From an optimization exercise on the open Yosys and OpenROAD flow, aimed at small area; shortcuts taken in it are not production practice. Function was checked by simulation only, so behaviour that the tests miss may differ from the original.

<file path="design/flow/design.v">
module cordic_amplitude_angle (
    input clk, input rst_n,
    input signed [31:0] x, input signed [31:0] y, input pre_vaild,
    output signed [31:0] amplitude, output signed [31:0] angle, output reg post_vaild);
wire sx_i = x[31];
wire [28:0] ax_i = sx_i ? (~x[28:0] + 29'd1) : x[28:0];
reg [28:0] X_s0;
always @(posedge clk) X_s0 <= ax_i;
reg [29:0] Y_s0;
always @(posedge clk) Y_s0 <= y[29:0];
reg [0:0] sx_s0;
always @(posedge clk) sx_s0 <= sx_i;
wire d0 = Y_s0[29];
wire nd0 = ~d0;
wire e0 = d0 ^ ~sx_s0;
wire [28:0] xo0 = Y_s0[28:0] ^ {29{d0}};
wire [29:0] Xn0 = X_s0 + xo0 + d0;
wire [29:0] yo0 = {{1{1'b0}}, X_s0[28:0]} ^ {30{~d0}};
wire [29:0] Yn0 = Y_s0[29:0] + yo0 + nd0;
wire d1 = Yn0[29];
wire nd1 = ~d1;
wire e1 = d1 ^ ~sx_s0;
wire [27:0] xo1 = Yn0[28:1] ^ {28{d1}};
wire [30:0] Xn1 = Xn0 + xo1 + d1;
wire [29:0] yo1 = {{1{1'b0}}, Xn0[29:1]} ^ {30{~d1}};
wire [29:0] Yn1 = Yn0[29:0] + yo1 + nd1;
reg [30:0] X_s2;
always @(posedge clk) X_s2 <= Xn1;
reg [29:0] Y_s2;
always @(posedge clk) Y_s2 <= Yn1;
reg [0:0] e0_s2;
always @(posedge clk) e0_s2 <= e0;
reg [0:0] e1_s2;
always @(posedge clk) e1_s2 <= e1;
reg [0:0] sx_s2;
always @(posedge clk) sx_s2 <= sx_s0;
wire d2 = Y_s2[29];
wire nd2 = ~d2;
wire e2 = d2 ^ ~sx_s2;
wire [26:0] xo2 = Y_s2[28:2] ^ {27{d2}};
wire [30:0] Xn2 = X_s2 + xo2 + d2;
wire [29:0] yo2 = {{1{1'b0}}, X_s2[30:2]} ^ {30{~d2}};
wire [29:0] Yn2 = Y_s2[29:0] + yo2 + nd2;
wire d3 = Yn2[29];
wire nd3 = ~d3;
wire e3 = d3 ^ ~sx_s2;
wire [25:0] xo3 = Yn2[28:3] ^ {26{d3}};
wire [30:0] Xn3 = Xn2 + xo3 + d3;
wire [28:0] yo3 = {{1{1'b0}}, Xn2[30:3]} ^ {29{~d3}};
wire [28:0] Yn3 = Yn2[28:0] + yo3 + nd3;
reg [30:0] X_s4;
always @(posedge clk) X_s4 <= Xn3;
reg [28:0] Y_s4;
always @(posedge clk) Y_s4 <= Yn3;
reg [0:0] e0_s4;
always @(posedge clk) e0_s4 <= e0_s2;
reg [0:0] e1_s4;
always @(posedge clk) e1_s4 <= e1_s2;
reg [0:0] e2_s4;
always @(posedge clk) e2_s4 <= e2;
reg [0:0] e3_s4;
always @(posedge clk) e3_s4 <= e3;
reg [0:0] sx_s4;
always @(posedge clk) sx_s4 <= sx_s2;
wire d4 = Y_s4[28];
wire nd4 = ~d4;
wire e4 = d4 ^ ~sx_s4;
wire [23:0] xo4 = Y_s4[27:4] ^ {24{d4}};
wire [30:0] Xn4 = X_s4 + xo4 + d4;
wire [27:0] yo4 = {{1{1'b0}}, X_s4[30:4]} ^ {28{~d4}};
wire [27:0] Yn4 = Y_s4[27:0] + yo4 + nd4;
wire d5 = Yn4[27];
wire nd5 = ~d5;
wire e5 = d5 ^ ~sx_s4;
wire [21:0] xo5 = Yn4[26:5] ^ {22{d5}};
wire [30:0] Xn5 = Xn4 + xo5 + d5;
wire [26:0] yo5 = {{1{1'b0}}, Xn4[30:5]} ^ {27{~d5}};
wire [26:0] Yn5 = Yn4[26:0] + yo5 + nd5;
reg [30:0] X_s6;
always @(posedge clk) X_s6 <= Xn5;
reg [26:0] Y_s6;
always @(posedge clk) Y_s6 <= Yn5;
reg [0:0] e0_s6;
always @(posedge clk) e0_s6 <= e0_s4;
reg [0:0] e1_s6;
always @(posedge clk) e1_s6 <= e1_s4;
reg [0:0] e2_s6;
always @(posedge clk) e2_s6 <= e2_s4;
reg [0:0] e3_s6;
always @(posedge clk) e3_s6 <= e3_s4;
reg [0:0] e4_s6;
always @(posedge clk) e4_s6 <= e4;
reg [0:0] e5_s6;
always @(posedge clk) e5_s6 <= e5;
reg [0:0] sx_s6;
always @(posedge clk) sx_s6 <= sx_s4;
wire d6 = Y_s6[26];
wire nd6 = ~d6;
wire e6 = d6 ^ ~sx_s6;
wire [19:0] xo6 = Y_s6[25:6] ^ {20{d6}};
wire [30:0] Xn6 = X_s6 + xo6 + d6;
wire [25:0] yo6 = {{1{1'b0}}, X_s6[30:6]} ^ {26{~d6}};
wire [25:0] Yn6 = Y_s6[25:0] + yo6 + nd6;
wire d7 = Yn6[25];
wire nd7 = ~d7;
wire e7 = d7 ^ ~sx_s6;
wire [17:0] xo7 = Yn6[24:7] ^ {18{d7}};
wire [30:0] Xn7 = Xn6 + xo7 + d7;
wire [24:0] yo7 = {{1{1'b0}}, Xn6[30:7]} ^ {25{~d7}};
wire [24:0] Yn7 = Yn6[24:0] + yo7 + nd7;
reg [30:0] X_s8;
always @(posedge clk) X_s8 <= Xn7;
reg [24:0] Y_s8;
always @(posedge clk) Y_s8 <= Yn7;
reg [0:0] e0_s8;
always @(posedge clk) e0_s8 <= e0_s6;
reg [0:0] e1_s8;
always @(posedge clk) e1_s8 <= e1_s6;
reg [0:0] e2_s8;
always @(posedge clk) e2_s8 <= e2_s6;
reg [0:0] e3_s8;
always @(posedge clk) e3_s8 <= e3_s6;
reg [0:0] e4_s8;
always @(posedge clk) e4_s8 <= e4_s6;
reg [0:0] e5_s8;
always @(posedge clk) e5_s8 <= e5_s6;
reg [0:0] e6_s8;
always @(posedge clk) e6_s8 <= e6;
reg [0:0] e7_s8;
always @(posedge clk) e7_s8 <= e7;
reg [0:0] sx_s8;
always @(posedge clk) sx_s8 <= sx_s6;
wire d8 = Y_s8[24];
wire nd8 = ~d8;
wire e8 = d8 ^ ~sx_s8;
wire [15:0] xo8 = Y_s8[23:8] ^ {16{d8}};
wire [30:0] Xn8 = X_s8 + xo8 + d8;
wire [23:0] yo8 = {{1{1'b0}}, X_s8[30:8]} ^ {24{~d8}};
wire [23:0] Yn8 = Y_s8[23:0] + yo8 + nd8;
wire d9 = Yn8[23];
wire nd9 = ~d9;
wire e9 = d9 ^ ~sx_s8;
wire [13:0] xo9 = Yn8[22:9] ^ {14{d9}};
wire [30:0] Xn9 = Xn8 + xo9 + d9;
wire [22:0] yo9 = {{1{1'b0}}, Xn8[30:9]} ^ {23{~d9}};
wire [22:0] Yn9 = Yn8[22:0] + yo9 + nd9;
reg [30:0] X_s10;
always @(posedge clk) X_s10 <= Xn9;
reg [22:0] Y_s10;
always @(posedge clk) Y_s10 <= Yn9;
reg [0:0] e0_s10;
always @(posedge clk) e0_s10 <= e0_s8;
reg [0:0] e1_s10;
always @(posedge clk) e1_s10 <= e1_s8;
reg [0:0] e2_s10;
always @(posedge clk) e2_s10 <= e2_s8;
reg [0:0] e3_s10;
always @(posedge clk) e3_s10 <= e3_s8;
reg [0:0] e4_s10;
always @(posedge clk) e4_s10 <= e4_s8;
reg [0:0] e5_s10;
always @(posedge clk) e5_s10 <= e5_s8;
reg [0:0] e6_s10;
always @(posedge clk) e6_s10 <= e6_s8;
reg [0:0] e7_s10;
always @(posedge clk) e7_s10 <= e7_s8;
reg [0:0] e8_s10;
always @(posedge clk) e8_s10 <= e8;
reg [0:0] e9_s10;
always @(posedge clk) e9_s10 <= e9;
reg [0:0] sx_s10;
always @(posedge clk) sx_s10 <= sx_s8;
wire d10 = Y_s10[22];
wire nd10 = ~d10;
wire e10 = d10 ^ ~sx_s10;
wire [11:0] xo10 = Y_s10[21:10] ^ {12{d10}};
wire [30:0] Xn10 = X_s10 + xo10 + d10;
wire [21:0] yo10 = {{1{1'b0}}, X_s10[30:10]} ^ {22{~d10}};
wire [21:0] Yn10 = Y_s10[21:0] + yo10 + nd10;
wire d11 = Yn10[21];
wire nd11 = ~d11;
wire e11 = d11 ^ ~sx_s10;
wire [9:0] xo11 = Yn10[20:11] ^ {10{d11}};
wire [30:0] Xn11 = Xn10 + xo11 + d11;
wire [20:0] yo11 = {{1{1'b0}}, Xn10[30:11]} ^ {21{~d11}};
wire [20:0] Yn11 = Yn10[20:0] + yo11 + nd11;
reg [30:0] X_s12;
always @(posedge clk) X_s12 <= Xn11;
reg [20:0] Y_s12;
always @(posedge clk) Y_s12 <= Yn11;
reg [0:0] e0_s12;
always @(posedge clk) e0_s12 <= e0_s10;
reg [0:0] e1_s12;
always @(posedge clk) e1_s12 <= e1_s10;
reg [0:0] e2_s12;
always @(posedge clk) e2_s12 <= e2_s10;
reg [0:0] e3_s12;
always @(posedge clk) e3_s12 <= e3_s10;
reg [0:0] e4_s12;
always @(posedge clk) e4_s12 <= e4_s10;
reg [0:0] e5_s12;
always @(posedge clk) e5_s12 <= e5_s10;
reg [0:0] e6_s12;
always @(posedge clk) e6_s12 <= e6_s10;
reg [0:0] e7_s12;
always @(posedge clk) e7_s12 <= e7_s10;
reg [0:0] e8_s12;
always @(posedge clk) e8_s12 <= e8_s10;
reg [0:0] e9_s12;
always @(posedge clk) e9_s12 <= e9_s10;
reg [0:0] e10_s12;
always @(posedge clk) e10_s12 <= e10;
reg [0:0] e11_s12;
always @(posedge clk) e11_s12 <= e11;
reg [0:0] sx_s12;
always @(posedge clk) sx_s12 <= sx_s10;
wire d12 = Y_s12[20];
wire nd12 = ~d12;
wire e12 = d12 ^ ~sx_s12;
wire [7:0] xo12 = Y_s12[19:12] ^ {8{d12}};
wire [30:0] Xn12 = X_s12 + xo12 + d12;
wire [19:0] yo12 = {{1{1'b0}}, X_s12[30:12]} ^ {20{~d12}};
wire [19:0] Yn12 = Y_s12[19:0] + yo12 + nd12;
wire d13 = Yn12[19];
wire nd13 = ~d13;
wire e13 = d13 ^ ~sx_s12;
wire [5:0] xo13 = Yn12[18:13] ^ {6{d13}};
wire [30:0] Xn13 = Xn12 + xo13 + d13;
wire [18:0] yo13 = {{1{1'b0}}, Xn12[30:13]} ^ {19{~d13}};
wire [18:0] Yn13 = Yn12[18:0] + yo13 + nd13;
reg [30:0] X_s14;
always @(posedge clk) X_s14 <= Xn13;
reg [18:0] Y_s14;
always @(posedge clk) Y_s14 <= Yn13;
reg [0:0] e0_s14;
always @(posedge clk) e0_s14 <= e0_s12;
reg [0:0] e1_s14;
always @(posedge clk) e1_s14 <= e1_s12;
reg [0:0] e2_s14;
always @(posedge clk) e2_s14 <= e2_s12;
reg [0:0] e3_s14;
always @(posedge clk) e3_s14 <= e3_s12;
reg [0:0] e4_s14;
always @(posedge clk) e4_s14 <= e4_s12;
reg [0:0] e5_s14;
always @(posedge clk) e5_s14 <= e5_s12;
reg [0:0] e6_s14;
always @(posedge clk) e6_s14 <= e6_s12;
reg [0:0] e7_s14;
always @(posedge clk) e7_s14 <= e7_s12;
reg [0:0] e8_s14;
always @(posedge clk) e8_s14 <= e8_s12;
reg [0:0] e9_s14;
always @(posedge clk) e9_s14 <= e9_s12;
reg [0:0] e10_s14;
always @(posedge clk) e10_s14 <= e10_s12;
reg [0:0] e11_s14;
always @(posedge clk) e11_s14 <= e11_s12;
reg [0:0] e12_s14;
always @(posedge clk) e12_s14 <= e12;
reg [0:0] e13_s14;
always @(posedge clk) e13_s14 <= e13;
reg [0:0] sx_s14;
always @(posedge clk) sx_s14 <= sx_s12;
wire d14 = Y_s14[18];
wire nd14 = ~d14;
wire e14 = d14 ^ ~sx_s14;
wire [3:0] xo14 = Y_s14[17:14] ^ {4{d14}};
wire [30:0] Xn14 = X_s14 + xo14 + d14;
wire [17:0] yo14 = {{1{1'b0}}, X_s14[30:14]} ^ {18{~d14}};
wire [17:0] Yn14 = Y_s14[17:0] + yo14 + nd14;
wire d15 = Yn14[17];
wire nd15 = ~d15;
wire e15 = d15 ^ ~sx_s14;
wire [1:0] xo15 = Yn14[16:15] ^ {2{d15}};
wire [30:0] Xn15 = Xn14 + xo15 + d15;
reg [30:0] X_s16;
always @(posedge clk) X_s16 <= Xn15;
reg [0:0] e0_s16;
always @(posedge clk) e0_s16 <= e0_s14;
reg [0:0] e1_s16;
always @(posedge clk) e1_s16 <= e1_s14;
reg [0:0] e2_s16;
always @(posedge clk) e2_s16 <= e2_s14;
reg [0:0] e3_s16;
always @(posedge clk) e3_s16 <= e3_s14;
reg [0:0] e4_s16;
always @(posedge clk) e4_s16 <= e4_s14;
reg [0:0] e5_s16;
always @(posedge clk) e5_s16 <= e5_s14;
reg [0:0] e6_s16;
always @(posedge clk) e6_s16 <= e6_s14;
reg [0:0] e7_s16;
always @(posedge clk) e7_s16 <= e7_s14;
reg [0:0] e8_s16;
always @(posedge clk) e8_s16 <= e8_s14;
reg [0:0] e9_s16;
always @(posedge clk) e9_s16 <= e9_s14;
reg [0:0] e10_s16;
always @(posedge clk) e10_s16 <= e10_s14;
reg [0:0] e11_s16;
always @(posedge clk) e11_s16 <= e11_s14;
reg [0:0] e12_s16;
always @(posedge clk) e12_s16 <= e12_s14;
reg [0:0] e13_s16;
always @(posedge clk) e13_s16 <= e13_s14;
reg [0:0] e14_s16;
always @(posedge clk) e14_s16 <= e14;
reg [0:0] e15_s16;
always @(posedge clk) e15_s16 <= e15;
reg [0:0] sx_s16;
always @(posedge clk) sx_s16 <= sx_s14;
wire [46:0] prod = ({16'd0, X_s16} << 15) + ({16'd0, X_s16} << 13) - ({16'd0, X_s16} << 10) - ({16'd0, X_s16} << 7) - ({16'd0, X_s16} << 4) + ({16'd0, X_s16} << 2);
wire [16:0] tsum = (e1_s16 ? 17'd27203 : 17'd0) + (e2_s16 ? 17'd14373 : 17'd0) + (e3_s16 ? 17'd7296 : 17'd0) + (e4_s16 ? 17'd3662 : 17'd0) + (e5_s16 ? 17'd1833 : 17'd0) + (e6_s16 ? 17'd917 : 17'd0) + (e7_s16 ? 17'd458 : 17'd0) + (e8_s16 ? 17'd229 : 17'd0) + (e9_s16 ? 17'd115 : 17'd0) + (e10_s16 ? 17'd57 : 17'd0) + (e11_s16 ? 17'd29 : 17'd0) + (e12_s16 ? 17'd14 : 17'd0) + (e13_s16 ? 17'd7 : 17'd0) + (e14_s16 ? 17'd4 : 17'd0) + (e15_s16 ? 17'd2 : 17'd0);
wire d0f = e0_s16 ^ ~sx_s16;
wire [17:0] base = ~sx_s16 ? (d0f ? -18'sd51140 : -18'sd5060) : (d0f ? -18'sd97220 : 18'sd41020);
wire [17:0] ahi = base + {1'b0, tsum};
wire [31:0] amp_w = {2'b00, prod[45:16]};
wire [31:0] ang_w = {{7{ahi[17]}}, ahi, 7'b1000000};
assign amplitude = amp_w; assign angle = ang_w;
reg [7:0] vr;
always @(posedge clk or negedge rst_n)
  if (!rst_n) begin vr <= 0; post_vaild <= 1'b0; end
  else begin vr <= {vr[6:0], pre_vaild}; post_vaild <= vr[7]; end
endmodule
</file>
<file path="design/flow/run.sh">
#!/bin/bash
# synth_recipe.tcl (not shown) runs the flow's synth.tcl, then flattens the netlist and writes it again
# the make line also repeats each setting of config.mk as NAME=value (left out here)
make -C /OpenROAD-flow-scripts/flow DESIGN_CONFIG=/design/flow/config.mk WORK_HOME=/design/flow/orfs CLKGATE_MAP_FILE= SYNTH_SCRIPT=/design/flow/synth_recipe.tcl finish
</file>
<file path="design/flow/config.mk">
export PLATFORM = sky130hd
export DESIGN_NAME = cordic_amplitude_angle
export DESIGN_NICKNAME = cordic_amplitude_angle
export VERILOG_FILES = /design/flow/design.v
export SDC_FILE = /design/flow/constraint.sdc
export NUM_CORES = 4
export LEC_CHECK = 0
export CAP_MARGIN = 20
export CORE_MARGIN = 2
export CORE_UTILIZATION = 40
export SLEW_MARGIN = 20
</file>
<file path="design/flow/constraint.sdc">
create_clock -name core_clock -period 7.5 [get_ports {clk}]
set_input_delay 1.5000 -clock core_clock [delete_from_list [all_inputs] [get_ports {clk}]]
set_output_delay 1.5000 -clock core_clock [all_outputs]
set_load 0.01 [all_outputs]
</file>
==> run summary <==
repair_timing:
item                       in CTS  in global routing
resized for setup              74                 64
cloned                          0                  0
setup buffers                   8                  3
setup endpoints to repair      31                 30
pin swaps                      19                 26
logic make-up after synthesis:
| group | after synthesis | synth area share (%) |
|---|---|---|
| buffers and inverters | 621 | 4.17 |
| AO/OA/AOI/OAI | 1708 | 19.1 |
| adder cells (fa/ha/maj) | 907 | 21.9 |
| XOR/XNOR | 1368 | 20.8 |
| flip-flops | 571 | 19.8 |
| AND/OR/NAND/NOR | 1621 | 13.9 |
| other | 2 | 0.0130 |
| multiplexers | 18 | 0.326 |
layout make-up:
class	count	area, µm²	area share (%)
multi-input combinational	5631	44300	68.7
sequential	571	11500	17.8
tap	1903	2380	3.69
timing repair buffer	235	2140	3.32
clock buffer	86	1910	2.97
inverter	471	1770	2.74
clock inverter	38	483	0.749
final timing paths:
path	start	end	slack (ps)	cells past startpoint
worst max-delay path	e7_s16	angle[24]	180	25
worst min register to register	e1_s12	e1_s14	320	0
min in group asynchronous	rst_n	vr[0]	1110	1
worst min-delay path	e1_s12	e1_s14	320	0
max in group asynchronous	rst_n	vr[5]	6140	1
worst max register to register	Y_s2[29]	X_s4[28]	460	24
metrics by stage:
step	setup TNS (ps)	instance area (µm²)	hold slack (ps)	instances
after detailed placement	-613	61800	312	8800
after global routing	-1110	64400	327	8935
after floorplan	0	58000	310	6823
final	0	64400	317	8935
after global placement	-422	61800	310	8800
after CTS	0	64200	325	8932
synthesized netlist by cell type, drive strengths merged (36+ instances only):
cell	number	area, µm²
a211oi	42	320
a21boi	36	270
a21o	262	1970
a21oi	511	2560
a31oi	51	332
and2	41	257
and3	81	512
buf	56	295
clkbuf	94	353
dfxtp	562	11300
fa	176	3520
ha	731	9150
inv	471	1770
nand2	351	1320
nand2b	95	594
nand3	145	726
nand4	77	488
nor2	434	1630
nor2b	90	563
nor3	135	676
o21a	89	668
o21ai	330	1660
o21bai	101	758
o31ai	39	317
or3	40	250
xnor2	922	8100
xor2	444	3920
sequential cells by signal, indices dropped and copies added, names as in the netlist, 8 cells and up:
register and count:
X_s0 29, X_s4 31, X_s2 31, Y_s12 21
Y_s6 27, X_s16 31, X_s14 31, Y_s14 19
Y_s8 25, Y_s10 23, X_s12 31, Y_s4 29
X_s6 31, vr 8, X_s8 31, X_s10 31
Y_s2 30, Y_s0 30
placed cells by master (no fill, tap or decap), types with 76 or more instances in the layout:
cell type / instances
ha_1: 729
nand2_1: 351
buf_4: 108
o21a_1: 89
a21o_1: 262
dfxtp_1: 546
o21ai_0: 291
nand4_1: 76
xnor2_1: 920
inv_1: 466
nor2b_1: 89
nor2_1: 433
nand3_1: 145
xor2_1: 442
nand2b_1: 94
o21bai_1: 101
fa_1: 172
nor3_1: 135
and3_1: 80
a21oi_1: 497
clkdlybuf4s50_1: 95
metal layers:
metal / part of all wire (%) / up-vias / GRT usage, %
met4: 2.8 / 0 / 5.82
met3: 2.9 / 197 / 2.10
met1: 46 / 22300 / 25.7
met5: 0 / - / 0
li1: - / 24100 / -
met2: 48 / 795 / 36.1
==> out/metrics.cfg <==
[min_path]
hold_class=reg -> reg

[layout]
fillerInstances=14200
layout-drive-gt1-share_pct=5.42
diodes=0
fin_util_pct=44.9
syn_to_final_growth_pct=11.2
nNetsFinal=7954

[timing]
max_freq_mhz=137
skew_ps=32.7
timing.final.crit_share_pct=97.6
drv_slew=0
grt_setup_unrepaired=yes
setup_ws_ps=182
hold_violations=0
fin_crit_ps=7320
setup_viol=0
relSlewSlack_pct=29.3
worst_slew_pin_slew_ps=1050

[drt]
wl_per_cell_um=17.0
viasPerCell=5.31
antenna_left=0
drc=0
wl_um=152000
drtPass1Iterations=26
drt_iter0_markers=2713
vias=47400

[job]
maxCapViolations=0

[synth]
syn_avg_cell_area_um2=8.50
synth_area_mm2=0.0579
yosysSeqAreaShare_pct=19.8
ys.flop_type=dfxtp_1
ys_types=109
synth_cells=6816
yosysWarnings=1
ys_seq_elements=571
async_reset_ff_share_pct=1.58
synth-edff-count=0

[clock_tree]
cts_tree=built
cts.clk_slew.worst_paths_ps=60
hold_buffers=0
cts-root-buf=clkbuf_16
clk_latency_ps=680
cts_buffers=70
cts.sinks=571
htreeDepth=3
clockBufferDepth=3

[setup_path]
cp_top_family=adder cells
cp.buffers_inverters=8
critPathCaptureType=output port
crit_type=reg -> out
critical_path.max_stage_delay_ps=530
cpMaxStageDelayCell=fa_1
arrival_ps=5820
critPathMaxFanout=4
critPathRequiredTime_ps=6000
cp-start-kind=flip-flop

[floorplan]
boundaryPins=132
initial_core_util_pct=40.3
core-area_mm2=0.144
num_rows=139
die_area_mm2=0.148
die_x_um=385
die-height_um=385

[global_route]
overflow=0
grt_usage_pct=20.3
grt_pass1_vias=46700
grt_max_degree=47
grt_pass1_wl_um=244000
antenna_found_initial=0

[place]
place_ws_ps=-82.2
port_buffers=118
routabilityCongestion=0.909
dpl.hpwl_um=127000

[run_status]
status=finished clean

static timing again, ports no longer ideal:
In the flow no input, the clock included, has a driving cell. The finished layout below was timed again as built, in two steps. Step 1 (the two cells are an assumption about what drives the block):
set clk [get_ports {clk}]
set_driving_cell -lib_cell sky130_fd_sc_hd__clkbuf_16 $clk
set_driving_cell -lib_cell sky130_fd_sc_hd__buf_2 [delete_from_list [all_inputs] $clk]
Step 2 also shifts input and output timing later by t, the mid clock arrival at the registers, as if the neighbouring blocks saw the same clock. Slacks: ideal ports / drivers / drivers and shift; pairs: ideal ports / drivers.
t, ns: 0.734
setup slack, ns: 0.182 / 0.107 / 0.461
hold WS [ns]: 0.317 / 0.317 / 0.317
latest minus earliest clock arrival (ns): 0.035 / 0.035
cell pins on the clock port's net: 1
After both steps setup and hold are still met in this run. For this run, drivers alone change the setup slack by -0.075 ns; drivers and shift together by +0.279 ns.
